Source: an optimization exercise on an open RTL-to-GDS flow (aim: small area and a short achievable clock period). Production flows keep margins and buffers that such runs may drop.
At most, simulation tests tie the RTL to the original design; equivalence was not proved.
Power and IR drop assume default switching activity.

delta:
Design SPI_Wrapper, start of the top module:
module SPI_Wrapper(clk, rst_n, MOSI, MISO, SS_n);
	input clk, rst_n, MOSI, SS_n;
	output  MISO;
	wire [9:0] data_from_SPI_to_RAM;
	wire [7:0] data_from_RAM_to_SPI;
	wire data_from_SPI_to_RAM_valid, data_from_RAM_to_SPI_valid;
	SPI_Slave SPI (
		.MOSI(MOSI),
		.MISO(MISO),
		.SS_n(SS_n),
		.clk(clk),
		.rst_n(rst_n),
		.rx_data(data_from_SPI_to_RAM),
		.rx_valid(data_from_SPI_to_RAM_valid),
		.tx_data(data_from_RAM_to_SPI),
		.tx_valid(data_from_RAM_to_SPI_valid)
	);
	RAM RAM1 (
		.clk(clk),
		.rst_n(rst_n),
		.din(data_from_SPI_to_RAM),
		.rx_valid(data_from_SPI_to_RAM_valid),
		.dout(data_from_RAM_to_SPI),
		.tx_valid(data_from_RAM_to_SPI_valid)
	);
endmodule
clock: 6.0 ns
lec_check: 0
cap_margin: 20
core_margin: 2
core_utilization: 65
cts_buf_list: sky130_fd_sc_hd__clkbuf_16
cts_cluster_diameter: 100
cts_cluster_size: 30
place_density: 0.75
setup_slack_margin: 3.7
slew_margin: 20
run.sh (not shown) runs the stock make flow with config.mk's settings and CLKGATE_MAP_FILE= SYNTH_SCRIPT=/design/flow/synth_recipe.tcl, a recipe that flattens the netlist after the stock synthesis.
delta | status: complete | timing, DRC, antenna: pass
Setup changes, delta to violet
==> flow/flow/run.sh (new file) <==
#!/bin/bash
set -euo pipefail
export POST_DETAIL_PLACE_TCL="$(pwd)/flow/place_out_ff.tcl"
bash standard.sh > standard_sh.log 2>&1
==> flow/flow/place_out_ff.tcl (new file) <==
# Runs inside ORFS detailed placement (POST_DETAIL_PLACE_TCL), with the design loaded.
# For every output port: find the buffer driving it and the register driving that buffer,
# and place the register right next to the buffer; then legalise again.
set block [ord::get_db_block]
foreach bt [$block getBTerms] {
  if { [$bt getIoType] != "OUTPUT" } { continue }
  set net [$bt getNet]
  if { $net == "NULL" } { continue }
  set buf ""
  foreach it [$net getITerms] { if { [$it isOutputSignal] } { set buf [$it getInst] } }
  if { $buf == "" } { continue }
  set ff ""
  foreach it [$buf getITerms] {
    if { [$it isInputSignal] && [$it getNet] != "NULL" } {
      foreach d [[$it getNet] getITerms] {
                if { [$d isOutputSignal] } { set drv [$d getInst] }
      }
    }
  }
  if { [info exists drv] && [[$drv getMaster] isSequential] } { set ff $drv }
  if { $ff == "" } { continue }
  set loc [$buf getLocation]
  puts "place_out_ff: [$ff getName] -> next to [$buf getName] at $loc"
  $ff setLocation [lindex $loc 0] [lindex $loc 1]
  $ff setPlacementStatus PLACED
}
detailed_placement
optimize_mirroring
utl::info FLW 12 "Placement violations [check_placement -verbose]."
estimate_parasitics -placement
==> flow/standard.sh (new file) <==
#!/bin/bash
# synth_recipe.tcl (not shown) runs the flow's synth.tcl, then flattens the netlist and writes it again
# the make line also repeats each setting of config.mk as NAME=value (left out here)
make -C /OpenROAD-flow-scripts/flow DESIGN_CONFIG=/design/flow/config.mk WORK_HOME=/design/flow/orfs CLKGATE_MAP_FILE= SYNTH_SCRIPT=/design/flow/synth_recipe.tcl "${@:-finish}"
removed: flow/run.sh
==> comparison <==
violet went all the way through synthesis, placement and routing and the layout is clean on timing, DRC and antenna.
~same area growth from synthesis to layout in delta and violet
Looking at delta and violet, the design area is a wash.
violet vs delta — minimum period implied by the final worst setup slack dropped 0.025 ns.
Comparing delta and violet, the higher maximum frequency was measured on violet.
violet reports a lower post-route fraction of the period consumed by the critical path than delta does.
Diff violet..delta | number of pins exceeding their max-slew limit in the final report | unchanged
On core utilization of the finished layout, delta and violet are basically level.
Relative to delta, setup slack increased by 0.025 ns in violet.
The share of power burned in combinational logic of delta and that of violet are within noise of each other.
No run of this note included a check of the RTL's function; only the layout flow was run.

Another version of the RTL of SPI_Wrapper (not shown whole).
For scale: roughly 2100 flip-flops, ~5 I/O pins.
==> flow/config.mk <==
export PLATFORM = sky130hd
export DESIGN_NAME = SPI_Wrapper
export DESIGN_NICKNAME = SPI_Wrapper
export VERILOG_FILES = /design/flow/design.v
export SDC_FILE = /design/flow/constraint.sdc
export NUM_CORES = 4
export LEC_CHECK = 0
export CAP_MARGIN = 20
export CORE_MARGIN = 2
export CORE_UTILIZATION = 65
export CTS_BUF_LIST = sky130_fd_sc_hd__clkbuf_16
export CTS_CLUSTER_DIAMETER = 100
export CTS_CLUSTER_SIZE = 30
export PLACE_DENSITY = 0.75
export SETUP_SLACK_MARGIN = 4.0
export SLEW_MARGIN = 20
==> flow/constraint.sdc <==
create_clock -name core_clock -period 6.0 [get_ports {clk}]
set_input_delay 1.2000 -clock core_clock [delete_from_list [all_inputs] [get_ports {clk}]]
set_output_delay 1.2000 -clock core_clock [all_outputs]
set_load 0.01 [all_outputs]
Stock flow here: none of the scripts above is used.
The baseline went through all stages and came out clean.
Then changed:
SETUP_SLACK_MARGIN = 3.65   (was 4.0)
The changed run passed the timing, design-rule and antenna checks. Total power is about the same. Via count drops by about 1.8%. Synthesized cell count is unchanged. Area after synthesis is unchanged. Register-to-register slack stays flat. Global-route usage went down by 0.82 points. Final cell count fell by about 0.65%. Core utilization falls by 0.62 points. Wire length fell by 5.6%. Sequential share of layout area went up by 0.71 points. Hold slack is better by 4.0 ps.
Then changed:
CTS_BUF_LIST = not set   (was sky130_fd_sc_hd__clkbuf_16)
CTS_CLUSTER_DIAMETER = not set   (was 100)
CTS_CLUSTER_SIZE = not set   (was 30)
SETUP_SLACK_MARGIN = 3.0   (was 3.65)
- non-clock buffer count went down by 16
- clock-buffer cell count went up by 181
- power went up by 26%
- synthesized cell count does not change
- final area went up by 6.6%
- wire length went up by 14%
- via count went up by 6.9%
- global-route usage went up by 3.0 points
- critical path depth does not change
- clock power went up by 83%
Then changed:
CORE_UTILIZATION = 45   (was 65)
PLACE_DENSITY = 0.6   (was 0.75)
SETUP_SLACK_MARGIN = not set   (was 3.0)
Cell area is higher slightly.
Clock skew is higher by 14 ps.
Total power is lower slightly.
Wire length is lower by a few percent.
First-iteration DRC count is lower by well over a third.
Worst hold slack is worse by 17 ps.
Via count is lower by a few percent.
Critical path depth is higher by 3.
Setup slack is worse by 420 ps.
Non-clock buffer count is lower by 3.
Die area is higher by well over a third.

SPI_Wrapper, a different RTL version from the one above (not shown whole).
Size: ~2800 cells after synthesis, roughly 2100 flip-flops, about 5 I/O pins, ~0.049 sq mm of cells after synthesis.
Design SPI_Wrapper, start of the top module:
module SPI_Wrapper(clk, rst_n, MOSI, MISO, SS_n);
	input clk, rst_n, MOSI, SS_n;
	output  MISO;
	wire [9:0] data_from_SPI_to_RAM;
	wire [7:0] data_from_RAM_to_SPI;
	wire data_from_SPI_to_RAM_valid, data_from_RAM_to_SPI_valid;
	SPI_Slave SPI (
		.MOSI(MOSI),
		.MISO(MISO),
		.SS_n(SS_n),
		.clk(clk),
		.rst_n(rst_n),
		.rx_data(data_from_SPI_to_RAM),
		.rx_valid(data_from_SPI_to_RAM_valid),
		.tx_data(data_from_RAM_to_SPI),
		.tx_valid(data_from_RAM_to_SPI_valid)
	);
	RAM RAM1 (
		.clk(clk),
		.rst_n(rst_n),
		.din(data_from_SPI_to_RAM),
		.rx_valid(data_from_SPI_to_RAM_valid),
		.dout(data_from_RAM_to_SPI),
		.tx_valid(data_from_RAM_to_SPI_valid)
	);
endmodule
export LEC_CHECK = 0
export CAP_MARGIN = 20
export CORE_MARGIN = 2
export CORE_UTILIZATION = 65
export CTS_BUF_LIST = sky130_fd_sc_hd__clkbuf_16
export CTS_CLUSTER_DIAMETER = 100
export CTS_CLUSTER_SIZE = 30
export PLACE_DENSITY = 0.75
export SETUP_SLACK_MARGIN = 3.45
export SLEW_MARGIN = 20
create_clock -name core_clock -period 6.0 [get_ports {clk}]
standard.sh (not shown) runs the stock make flow with config.mk's settings and CLKGATE_MAP_FILE= SYNTH_SCRIPT=/design/flow/synth_recipe.tcl, a recipe that flattens the netlist after the stock synthesis.
==> flow/flow/run.sh <==
#!/bin/bash
set -euo pipefail
export POST_DETAIL_PLACE_TCL="$(pwd)/flow/place_out_ff.tcl"
bash standard.sh > standard_sh.log 2>&1
==> flow/flow/place_out_ff.tcl <==
# Runs inside ORFS detailed placement (POST_DETAIL_PLACE_TCL), with the design loaded.
# For every output port: find the buffer driving it and the register driving that buffer,
# and place the register right next to the buffer; then legalise again.
set block [ord::get_db_block]
foreach bt [$block getBTerms] {
  if { [$bt getIoType] != "OUTPUT" } { continue }
  set net [$bt getNet]
  if { $net == "NULL" } { continue }
  set buf ""
  foreach it [$net getITerms] { if { [$it isOutputSignal] } { set buf [$it getInst] } }
  if { $buf == "" } { continue }
  set ff ""
  foreach it [$buf getITerms] {
    if { [$it isInputSignal] && [$it getNet] != "NULL" } {
      foreach d [[$it getNet] getITerms] {
                if { [$d isOutputSignal] } { set drv [$d getInst] }
      }
    }
  }
  if { [info exists drv] && [[$drv getMaster] isSequential] } { set ff $drv }
  if { $ff == "" } { continue }
  set loc [$buf getLocation]
  puts "place_out_ff: [$ff getName] -> next to [$buf getName] at $loc"
  $ff setLocation [lindex $loc 0] [lindex $loc 1]
  $ff setPlacementStatus PLACED
}
detailed_placement
optimize_mirroring
utl::info FLW 12 "Placement violations [check_placement -verbose]."
estimate_parasitics -placement
Rerun with:
--- a/flow/config.mk
+++ b/flow/config.mk
@@ -15 +15 @@
-export SETUP_SLACK_MARGIN = 3.45
+export SETUP_SLACK_MARGIN = 3.66
Power does not change. Design area is about the same. Synthesized area does not change. Sequential share of layout area barely changes.
Rerun with:
--- a/flow/config.mk
+++ b/flow/config.mk
@@ -10 +10 @@
-export CORE_UTILIZATION = 65
+export CORE_UTILIZATION = 72
@@ -14,2 +14,2 @@
-export PLACE_DENSITY = 0.75
-export SETUP_SLACK_MARGIN = 3.66
+export PLACE_DENSITY = 0.82
+export SETUP_SLACK_MARGIN = 3.6
=> The changed run went through all stages and came out clean; setup slack is better by 0.015 ns; final area barely changes; final cell count decreases by 2.2%; wire length increases by 4.0%; via count increases by 2.6%; first-iteration DRC count increases by 1.7%; power increases by 0.81%.

RTL: one of the versions met above, not the one the previous note started from.
Size: about 2,100 flip-flops, about 5 I/O pins, ~48,000 um^2 of cells after synthesis.
Design SPI_Wrapper, start of the top module:
module SPI_Wrapper(clk, rst_n, MOSI, MISO, SS_n);
	input clk, rst_n, MOSI, SS_n;
	output  MISO;
	wire [9:0] data_from_SPI_to_RAM;
	wire [7:0] data_from_RAM_to_SPI;
	wire data_from_SPI_to_RAM_valid, data_from_RAM_to_SPI_valid;
	SPI_Slave SPI (
		.MOSI(MOSI),
		.MISO(MISO),
		.SS_n(SS_n),
		.clk(clk),
		.rst_n(rst_n),
		.rx_data(data_from_SPI_to_RAM),
		.rx_valid(data_from_SPI_to_RAM_valid),
		.tx_data(data_from_RAM_to_SPI),
		.tx_valid(data_from_RAM_to_SPI_valid)
	);
	RAM RAM1 (
		.clk(clk),
		.rst_n(rst_n),
		.din(data_from_SPI_to_RAM),
		.rx_valid(data_from_SPI_to_RAM_valid),
		.dout(data_from_RAM_to_SPI),
		.tx_valid(data_from_RAM_to_SPI_valid)
	);
endmodule
make LEC_CHECK=0 CAP_MARGIN=20 CORE_MARGIN=2 CORE_UTILIZATION=65 CTS_BUF_LIST='sky130_fd_sc_hd__clkbuf_4 sky130_fd_sc_hd__clkbuf_8' PLACE_DENSITY=0.75 SETUP_SLACK_MARGIN=3.8 SLEW_MARGIN=20 finish   # period 6.0 ns
run.sh (not shown) runs the stock make flow with config.mk's settings and CLKGATE_MAP_FILE= SYNTH_SCRIPT=/design/flow/synth_recipe.tcl, a recipe that flattens the netlist after the stock synthesis.
Stock flow here: none of the scripts above is used.
Edit:
- CTS_BUF_LIST: sky130_fd_sc_hd__clkbuf_4 sky130_fd_sc_hd__clkbuf_8 -> sky130_fd_sc_hd__clkbuf_16
- CTS_CLUSTER_DIAMETER: unset -> 100
- CTS_CLUSTER_SIZE: unset -> 30
- final area went down by about 7%
- routed wire length fell by about 13%
- clock skew decreases by 0.024 ns
- power goes down by 20%
- synthesized cell count does not change
- die area does not change
- synthesized area stays the same
- critical path depth is unchanged
- utilization went down by 5.6 points
Edit:
- CORE_UTILIZATION: 65 -> 45
- CTS_BUF_LIST: sky130_fd_sc_hd__clkbuf_16 -> unset
- CTS_CLUSTER_DIAMETER: 100 -> unset
- CTS_CLUSTER_SIZE: 30 -> unset
- PLACE_DENSITY: 0.75 -> 0.6
- SETUP_SLACK_MARGIN: 3.8 -> 3.5
=> The changed run finished with timing, DRC and antenna clean; total power rose by 24%; die area rose by 44%; final cell count rose by 17%; setup slack degrades by 0.038 ns; sequential cell count is unchanged.
Edit:
- CORE_UTILIZATION: 45 -> 65
- CTS_BUF_LIST: unset -> sky130_fd_sc_hd__clkbuf_8
- CTS_CLUSTER_DIAMETER: unset -> 80
- CTS_CLUSTER_SIZE: unset -> 20
- PLACE_DENSITY: 0.6 -> 0.75
- SETUP_SLACK_MARGIN: 3.5 -> 3.8
What happened: Synthesized area does not change; worst setup slack degrades by 0.052 ns; flip-flop and latch count does not change; final area came out lower by a little under a tenth; clock-buffer cell count came out lower by 140; total power came out lower by about a fifth; hold slack improves by 0.011 ns; synthesized cell count stays the same; first-iteration DRC count came out higher by well over a third; clock skew came out lower by 0.0031 ns; non-clock buffer count came out higher by 30.

RTL: one of the versions met above, not the one the previous note started from.
Size: roughly 2800 cells after synthesis, about 2100 flip-flops, about 5 I/O pins.
// SPI_Wrapper
module SPI_Wrapper(clk, rst_n, MOSI, MISO, SS_n);
	input clk, rst_n, MOSI, SS_n;
	output  MISO;
	wire [9:0] data_from_SPI_to_RAM;
	wire [7:0] data_from_RAM_to_SPI;
	wire data_from_SPI_to_RAM_valid, data_from_RAM_to_SPI_valid;
	SPI_Slave SPI (
		.MOSI(MOSI),
		.MISO(MISO),
		.SS_n(SS_n),
		.clk(clk),
		.rst_n(rst_n),
		.rx_data(data_from_SPI_to_RAM),
		.rx_valid(data_from_SPI_to_RAM_valid),
		.tx_data(data_from_RAM_to_SPI),
		.tx_valid(data_from_RAM_to_SPI_valid)
	);
	RAM RAM1 (
		.clk(clk),
		.rst_n(rst_n),
		.din(data_from_SPI_to_RAM),
		.rx_valid(data_from_SPI_to_RAM_valid),
		.dout(data_from_RAM_to_SPI),
		.tx_valid(data_from_RAM_to_SPI_valid)
	);
endmodule
Settings: LEC_CHECK=0, CAP_MARGIN=20, CORE_MARGIN=2, CORE_UTILIZATION=65, CTS_BUF_LIST=sky130_fd_sc_hd__clkbuf_16, CTS_CLUSTER_DIAMETER=100, CTS_CLUSTER_SIZE=30, PLACE_DENSITY=0.75, SETUP_SLACK_MARGIN=3.6, SLEW_MARGIN=20; clock period 6.0 ns.
standard.sh (not shown) runs the stock make flow with config.mk's settings and CLKGATE_MAP_FILE= SYNTH_SCRIPT=/design/flow/synth_recipe.tcl, a recipe that flattens the netlist after the stock synthesis.
Scripts as last shown in full above: flow/flow/run.sh, flow/flow/place_out_ff.tcl
Change:
- SETUP_SLACK_MARGIN: 3.6 -> 3.3
Utilization barely changes.
Area after synthesis stays the same.
Non-clock buffer count does not change.
Worst setup slack gets worse by 0.15 ns.
Synthesized cell count is unchanged.
Register-to-register slack stays flat.
Worst hold slack is about the same.
Fmax is lower by 5.8%.
Count of clock-buffer cells in the layout does not change.
Power barely changes.
Change:
- CORE_UTILIZATION: 65 -> 58
- PLACE_DENSITY: 0.75 -> 0.7
- SETUP_SLACK_MARGIN: 3.3 -> 3.6
- The changed run completed with no timing, DRC or antenna violations
- total power hardly moves
- flip-flop and latch count is unchanged
- synthesized area is unchanged
- global-route usage came out lower by 2.6 points
- design area came out higher by 0.37%
- fmax came out higher by 6.4%
- critical path depth stays the same

what the ideal ports hide:
How much do the figures lean on ideal ports? The routed layouts below were timed once more, with nothing changed but the port constraints.
Step 1 sets driving cells, clkbuf_16 on the clock port and buf_2 on the other inputs (assumed; they add their load-dependent delay and slew).
Step 2 times the ports against the registers' clock, not the clock port: input delays grow and output delays shrink by t, the midpoint of the rising clock arrivals with the driver on.
Three values: no drivers, after step 1, after step 2; two values: the first two.
run	t, ns	slack for setup (ns)	worst register clock-pin slew, ns	worst data-port slew with drivers (ns)
delta	0.716	3.534 / 3.471 / 3.574	0.11 / 0.11	0.03
violet	0.724	3.559 / 3.559 / 3.559	0.11 / 0.11	0.03
the first run of note 2	0.720	3.536 / 3.486 / 3.536	0.12 / 0.12	0.09
the second run of note 2	0.717	3.540 / 3.474 / 3.550	0.12 / 0.12	0.03
the third run of note 2	0.815	3.061 / 2.991 / 3.147	0.07 / 0.07	0.03
the fourth run of note 2	0.810	2.643 / 2.643 / 2.643	0.07 / 0.07	0.04
the first run of note 3	0.734	3.521 / 3.453 / 3.777	0.12 / 0.12	0.03
the second run of note 3	0.734	3.621 / 3.553 / 3.777	0.12 / 0.12	0.03
the third run of note 3	0.721	3.636 / 3.571 / 3.653	0.12 / 0.12	0.03
the first run of note 4	0.948	3.312 / 3.252 / 3.523	0.08 / 0.08	0.07
the second run of note 4	0.705	3.541 / 3.475 / 3.404	0.11 / 0.11	0.08
the third run of note 4	0.810	3.503 / 3.433 / 3.530	0.07 / 0.07	0.04
the fourth run of note 4	0.803	3.451 / 3.387 / 3.482	0.12 / 0.12	0.08
the first run of note 5	0.734	3.621 / 3.553 / 3.777	0.12 / 0.12	0.03
the second run of note 5	0.734	3.475 / 3.407 / 3.779	0.12 / 0.12	0.03
the third run of note 5	0.724	3.627 / 3.558 / 3.781	0.12 / 0.12	0.03
After both steps setup and hold are still met in every run listed. The setup slack of the second run of note 4, which loses most, moves by -0.066 ns with the drivers and by -0.137 ns with both steps. Setup slack includes reset recovery checks.
